This design comes from an exercise in tuning for small area on the open sky130 flow, not from production work.
In this exercise RTL edits were held to simulation tests only and were not proved equivalent to the original.
No driver is modelled on the clock port, so clocking that relies on it looks cheaper here than on a real chip.
Power is estimated from default activity; no workload was simulated.

## task2
module task2 (clock, reset_neg, PS2_clock, PS2_data, finish_flag, neg_edge, overflow, bit_counter, output_data, output_data_2, Seven_Segment_display, Seven_Segment_display_1);
==> module task2, before the edit <==
module task2 (clock, reset_neg, PS2_clock, PS2_data, finish_flag, neg_edge, overflow, bit_counter, output_data, output_data_2, Seven_Segment_display, Seven_Segment_display_1);
input clock, reset_neg, PS2_clock, PS2_data;
output logic finish_flag, neg_edge, overflow;
output logic [3:0] bit_counter;
output logic [6:0] Seven_Segment_display, Seven_Segment_display_1;
output logic [7:0] output_data, output_data_2;
logic filt;
logic [3:0] run;
logic run_inc;
assign run_inc = PS2_clock ^ filt ^ run[3];
always_ff @(posedge clock, negedge reset_neg)
if (!reset_neg) begin
  filt <= 1'b0;
  run <= 4'd0;
end else begin
  filt <= filt ^ run[3];
  run[0] <= run_inc & ~run[0];
  run[1] <= run_inc & (run[1] ^ run[0]);
  run[2] <= run_inc & (run[2] ^ (run[1] & run[0]));
  run[3] <= run_inc & run[2] & run[1] & run[0];
end
assign neg_edge = filt & run[3];
logic [3:0] cs;
logic idle;
assign idle = cs[3] & cs[2];
assign bit_counter = {cs[3] & ~cs[2], cs[2] & ~cs[3], cs[1:0]};
assign overflow = cs[3] & cs[1];
assign finish_flag = overflow;
always_ff @(posedge clock, negedge reset_neg)
if (!reset_neg)
  cs <= 4'b1100;
else if (overflow)
  cs <= 4'b1100;
else if (neg_edge)
  cs <= idle ? 4'd0 : cs + 4'd1;
logic [7:0] rx;
always_ff @(posedge clock)
if (neg_edge & ~cs[3])
  rx <= {PS2_data, rx[7:1]};
logic is_f0, is_5a, is_dig;
logic [3:0] dig;
assign is_f0 = rx == 8'hF0;
assign is_5a = rx == 8'h5A;
assign is_dig = (rx == 8'h45) | (rx == 8'h16) | (rx == 8'h1E) | (rx == 8'h26) | (rx == 8'h25) |
                (rx == 8'h2E) | (rx == 8'h36) | (rx == 8'h3D) | (rx == 8'h3E) | (rx == 8'h46);
assign dig = {rx[5], rx[4], rx[3], rx[0]};
localparam [2:0] ST_N = 3'd0;
localparam [2:0] ST_S1 = 3'd1;
localparam [2:0] ST_S2 = 3'd2;
localparam [2:0] ST_S3 = 3'd4;
localparam [2:0] ST_F2 = 3'd3;
localparam [2:0] ST_E2 = 3'd5;
localparam [2:0] ST_F1 = 3'd6;
localparam [2:0] ST_E1 = 3'd7;
logic [2:0] st;
logic pd;
logic [3:0] ds, dp;
logic [3:0] ones;
logic tens;
logic ev_f0, ev_dig, ev_5a;
assign ev_f0 = overflow & is_f0;
assign ev_dig = overflow & pd & is_dig;
assign ev_5a = overflow & pd & is_5a;
logic ld1, ld2, ldsum;
assign ld1 = ev_dig & ((st == ST_N) | (st == ST_F1));
assign ld2 = ev_dig & (st == ST_E1);
assign ldsum = st == ST_S2;
always_ff @(posedge clock, negedge reset_neg)
if (!reset_neg) begin
  st <= ST_N;
  pd <= 1'b0;
end else begin
  if (ev_f0)
    pd <= 1'b1;
  else if (ld1 | ld2 | (ev_5a & ((st == ST_F1) | (st == ST_F2))))
    pd <= 1'b0;
  case (st)
    ST_N:  if (ev_dig) st <= ST_F1;
    ST_F1: if (ev_5a) st <= ST_E1;
    ST_E1: if (ev_dig) st <= ST_F2;
    ST_F2: if (ev_5a) st <= ST_E2;
    ST_E2: st <= ST_S1;
    ST_S1: st <= ST_S2;
    ST_S2: st <= ST_S3;
    ST_S3: if (ev_f0) st <= ST_N;
  endcase
end
always_ff @(posedge clock)
if (ld1 | ld2)
  ds <= dig;
always_ff @(posedge clock)
if (ld2)
  dp <= vs;
logic [3:0] vs, vp;
assign vs[0] = (~ds[2] & ~ds[0]) | (ds[2] & ds[0]) | (~ds[3] & ~ds[1] & ~ds[0]);
assign vs[1] = (ds[3] & ~ds[1] & ~ds[0]) | (~ds[3] & ds[1]) | (ds[2] & ds[0]);
assign vs[2] = (ds[3] & ds[0]) | (~ds[2] & ds[1]) | (ds[3] & ds[2] & ~ds[1]);
assign vs[3] = (~ds[3] & ~ds[2] & ~ds[0]) | (ds[3] & ds[2] & ds[1] & ~ds[0]);
assign vp = dp;   
logic [4:0] bsum;
logic s_c;
logic [3:0] s_ones;
assign bsum = vs + vp;
assign s_c = bsum[4] | (bsum[3] & (bsum[2] | bsum[1]));
assign s_ones = {(bsum[3] & ~s_c) | (bsum[4] & bsum[1]), bsum[2] ^ (s_c & ~bsum[1]), bsum[1] ^ s_c, bsum[0]};
always_ff @(posedge clock, negedge reset_neg)
if (!reset_neg) begin
  ones <= 4'd0;
  tens <= 1'b0;
end else if (ldsum) begin
  ones <= s_ones;
  tens <= s_c;
end
logic scanmode, showdig, showsum;
assign scanmode = (st == ST_F1) | (st == ST_E1) | (st == ST_F2) | (st == ST_E2) | (st == ST_S1);
assign showdig = (st == ST_F1) | (st == ST_E1) | (st == ST_F2) | (st == ST_E2);
assign showsum = (st == ST_S2) | (st == ST_S3);
logic [6:0] scan, seg;
logic [3:0] segv;
assign scan[0] = (ds[0]);
assign scan[1] = (~ds[0]);
assign scan[2] = 1'b1;
assign scan[3] = (ds[1]);
assign scan[4] = (ds[2]);
assign scan[5] = (ds[3]);
assign scan[6] = (~ds[3] & ~ds[2]);
assign segv = showdig ? vs : (showsum ? ones : 4'd0);
assign output_data = scanmode ? {1'b0, scan} : {4'd0, ones};
assign output_data_2 = {1'b0, scanmode, 3'b000, scanmode, 1'b0, scanmode | tens};
assign Seven_Segment_display = seg;
assign Seven_Segment_display_1 = {1'b1, {3{showsum & tens}}, 2'b00, showsum & tens};
assign seg[0] = (~segv[3] & ~segv[2] & ~segv[1] & segv[0]) | (segv[2] & ~segv[1] & ~segv[0]);
assign seg[1] = (segv[2] & ~segv[1] & segv[0]) | (segv[2] & segv[1] & ~segv[0]);
assign seg[2] = (~segv[2] & segv[1] & ~segv[0]);
assign seg[3] = (~segv[3] & ~segv[2] & ~segv[1] & segv[0]) | (segv[2] & ~segv[1] & ~segv[0]) | (segv[2] & segv[1] & segv[0]);
assign seg[4] = (segv[0]) | (segv[2] & ~segv[1]);
assign seg[5] = (~segv[3] & ~segv[2] & segv[0]) | (~segv[2] & segv[1]) | (segv[1] & segv[0]);
assign seg[6] = (~segv[3] & ~segv[2] & ~segv[1]) | (segv[2] & segv[1] & segv[0]);
endmodule
Settings: LEC_CHECK=0, CAP_MARGIN=20, CORE_MARGIN=2, CORE_UTILIZATION=40, SLEW_MARGIN=20; clock period 10.0 ns.
standard.sh (not shown) runs the stock make flow with config.mk's settings and CLKGATE_MAP_FILE= SYNTH_SCRIPT=/design/flow/synth_recipe.tcl, a recipe that flattens the netlist after the stock synthesis.
==> flow/flow/run.sh <==
#!/bin/bash
# Layout flow.
#  1. the standard synthesis (kept as synth_standard.v for reference).
#  2. Our own synthesis of the same design (own_synth.tcl): the same front end
#     (flattened, no fsm/share passes, registers named after the wires they
#     drive), no adder extraction and an area-oriented ABC mapping. It is used
#     only if its registers (names and cell types) are exactly those of the
#     standard synthesis; otherwise the standard netlist's logic is re-mapped
#     for area with its flip-flops untouched (reopt.tcl).
#  3. the standard layout of that netlist, with port buffers made from
#     buf_1, tie cells shared between constant outputs, and the clock
#     driven to all registers by one clkbuf_16.
# Each tool writes its own log in this folder.
set -euo pipefail
here=$(pwd)
res=$here/orfs/results/$FLOW_PLATFORM/task2/base
lib=$FLOW_HOME/platforms/sky130hd/lib/sky130_fd_sc_hd__tt_025C_1v80.lib
yosys=$FLOW_HOME/../tools/install/yosys/bin/yosys
export BUFFER_PORTS_ARGS="-buffer_cell sky130_fd_sc_hd__buf_1"
export SKIP_REPAIR_TIE_FANOUT=1
# The clock tree is one clkbuf_16 at the centre of the registers, inserted by
# flow/pre_cts.tcl; CTS then finds no net left to buffer.
export PRE_CTS_TCL=$(pwd)/flow/pre_cts.tcl
export CTS_ARGS="-clk_nets clock -dont_use_dummy_load -buf_list sky130_fd_sc_hd__clkbuf_4"

bash standard.sh $res/1_2_yosys.v > standard_synth.log 2>&1
cp $res/1_2_yosys.v $here/synth_standard.v

flops() { grep -E '^ *sky130_fd_sc_hd__[a-z0-9_]+ ' "$1" | awk '{print $2, $1}' | grep -E ' sky130_fd_sc_hd__(df|edf|sdf|dl)' | sort; }

OS_LIB=$lib OS_IN=$here/design.v OS_TOP=$FLOW_TOP OS_OUT=$here/synth_own.v OS_SCRIPT=$here/flow/area.abc \
  $yosys -c $here/flow/own_synth.tcl > own_synth.log 2>&1 || true
if [[ -s $here/synth_own.v ]] && [[ "$(flops $here/synth_own.v)" == "$(flops $here/synth_standard.v)" ]]; then
  echo "using own synthesis" > synth_choice.txt
  cp $here/synth_own.v $res/1_2_yosys.v
else
  echo "registers differ: re-mapping the standard netlist" > synth_choice.txt
  REOPT_LIB=$lib REOPT_IN=$here/synth_standard.v REOPT_OUT=$here/synth_reopt.v REOPT_TOP=$FLOW_TOP \
  REOPT_SCRIPT=$here/flow/area.abc $yosys -c $here/flow/reopt.tcl > reopt.log 2>&1
  cp $here/synth_reopt.v $res/1_2_yosys.v
fi
flops $res/1_2_yosys.v > registers_used.txt
flops $here/synth_standard.v > registers_standard.txt

bash standard.sh finish > standard_finish.log 2>&1
Other scripts of this flow, unchanged in this note and not shown: flow/flow/area.abc, flow/flow/own_synth.tcl, flow/flow/pre_cts.tcl, flow/flow/reopt.tcl
Rerun with:
--- a/flow/design.v
+++ b/flow/design.v
@@ -42,19 +42,22 @@
 logic [3:0] dig;
 assign is_f0 = rx == 8'hF0;
 assign is_5a = rx == 8'h5A;
 assign is_dig = (rx == 8'h45) | (rx == 8'h16) | (rx == 8'h1E) | (rx == 8'h26) | (rx == 8'h25) |
                 (rx == 8'h2E) | (rx == 8'h36) | (rx == 8'h3D) | (rx == 8'h3E) | (rx == 8'h46);
-assign dig = {rx[5], rx[4], rx[3], rx[0]};
+assign dig[0] = (~rx[4] & rx[1]) | (rx[4] & rx[0]) | (~rx[5] & ~rx[3] & rx[1]);
+assign dig[1] = (~rx[5] & rx[3]) | (rx[5] & ~rx[3] & rx[1]) | (rx[4] & rx[0]);
+assign dig[2] = (rx[5] & rx[4] & ~rx[3]) | (~rx[4] & rx[3]) | (rx[5] & rx[0]);
+assign dig[3] = (rx[6] & rx[1]) | (rx[5] & rx[4] & rx[3] & rx[1]);
 localparam [2:0] ST_N = 3'd0;
 localparam [2:0] ST_S1 = 3'd1;
-localparam [2:0] ST_S2 = 3'd2;
+localparam [2:0] ST_S2 = 3'd3;
 localparam [2:0] ST_S3 = 3'd4;
-localparam [2:0] ST_F2 = 3'd3;
+localparam [2:0] ST_F2 = 3'd7;
 localparam [2:0] ST_E2 = 3'd5;
 localparam [2:0] ST_F1 = 3'd6;
-localparam [2:0] ST_E1 = 3'd7;
+localparam [2:0] ST_E1 = 3'd2;
 logic [2:0] st;
 logic pd;
 logic [3:0] ds, dp;
 logic [3:0] ones;
 logic tens;
@@ -89,17 +92,14 @@
 always_ff @(posedge clock)
 if (ld1 | ld2)
   ds <= dig;
 always_ff @(posedge clock)
 if (ld2)
-  dp <= vs;
+  dp <= ds;
 logic [3:0] vs, vp;
-assign vs[0] = (~ds[2] & ~ds[0]) | (ds[2] & ds[0]) | (~ds[3] & ~ds[1] & ~ds[0]);
-assign vs[1] = (ds[3] & ~ds[1] & ~ds[0]) | (~ds[3] & ds[1]) | (ds[2] & ds[0]);
-assign vs[2] = (ds[3] & ds[0]) | (~ds[2] & ds[1]) | (ds[3] & ds[2] & ~ds[1]);
-assign vs[3] = (~ds[3] & ~ds[2] & ~ds[0]) | (ds[3] & ds[2] & ds[1] & ~ds[0]);
-assign vp = dp;   
+assign vs = ds;
+assign vp = dp;
 logic [4:0] bsum;
 logic s_c;
 logic [3:0] s_ones;
 assign bsum = vs + vp;
 assign s_c = bsum[4] | (bsum[3] & (bsum[2] | bsum[1]));
@@ -116,17 +116,17 @@
 assign scanmode = (st == ST_F1) | (st == ST_E1) | (st == ST_F2) | (st == ST_E2) | (st == ST_S1);
 assign showdig = (st == ST_F1) | (st == ST_E1) | (st == ST_F2) | (st == ST_E2);
 assign showsum = (st == ST_S2) | (st == ST_S3);
 logic [6:0] scan, seg;
 logic [3:0] segv;
-assign scan[0] = (ds[0]);
-assign scan[1] = (~ds[0]);
+assign scan[0] = (~ds[3] & ~ds[1] & ~ds[0]) | (ds[2] & ds[1] & ds[0]);
+assign scan[1] = ~((~ds[3] & ~ds[1] & ~ds[0]) | (ds[2] & ds[1] & ds[0]));
 assign scan[2] = 1'b1;
-assign scan[3] = (ds[1]);
-assign scan[4] = (ds[2]);
-assign scan[5] = (ds[3]);
-assign scan[6] = (~ds[3] & ~ds[2]);
+assign scan[3] = (ds[3] & ~ds[0]) | (~ds[2] & ds[1] & ~ds[0]) | (ds[2] & ds[0]);
+assign scan[4] = (~ds[3] & ~ds[2] & ~ds[1] & ds[0]) | (ds[3] & ~ds[0]) | (ds[1] & ~ds[0]) | (ds[2] & ds[1]);
+assign scan[5] = (ds[1] & ds[0]) | (ds[3] & ~ds[0]) | (ds[2]);
+assign scan[6] = (~ds[3] & ~ds[2] & ~ds[1] & ~ds[0]) | (ds[3] & ds[0]);
 assign segv = showdig ? vs : (showsum ? ones : 4'd0);
 assign output_data = scanmode ? {1'b0, scan} : {4'd0, ones};
 assign output_data_2 = {1'b0, scanmode, 3'b000, scanmode, 1'b0, scanmode | tens};
 assign Seven_Segment_display = seg;
 assign Seven_Segment_display_1 = {1'b1, {3{showsum & tens}}, 2'b00, showsum & tens};
Design area climbs by 1.9%. Sequential share of layout area drops by 0.90 points. First-iteration DRC count increases by 24%. Sequential power went down by about 7%. Routed wire length fell by 4.0%. Clock power went down by about 3%. Maximum frequency shrinks by 8.6%. Global-route usage is lower by 0.80 points. Register-to-register slack gains 220 ps. Worst setup slack is worse by 500 ps. Sequential cell count is unchanged.

-- re-timing with driven ports --
Ports are ideal in the flow. The routed layouts listed here were re-timed in OpenROAD.
Step 1 assumes that a clkbuf_16 drives the clock port and a buf_2 every other input.
Step 2 times the ports against the registers' clock, not the clock port: input delays grow and output delays shrink by t, the midpoint of the rising clock arrivals with the driver on.
Three values: ideal ports, drivers, drivers and shift; two values: the first two.
| run | shift t [ns] | setup slack, ns | hold slack, ns | latest minus earliest clock arrival (ns) | slew at the worst register clock pin (ns) |
|---|---|---|---|---|---|
| the first run | 0.201 | 4.672 / 4.644 / 4.845 | 0.454 / 0.454 / 0.454 | 0.007 / 0.006 | 0.12 / 0.12 |
| the second run | 0.199 | 4.170 / 4.141 / 4.340 | 0.452 / 0.452 / 0.452 | 0.008 / 0.008 | 0.11 / 0.11 |
After both steps setup and hold are still met in every run listed.
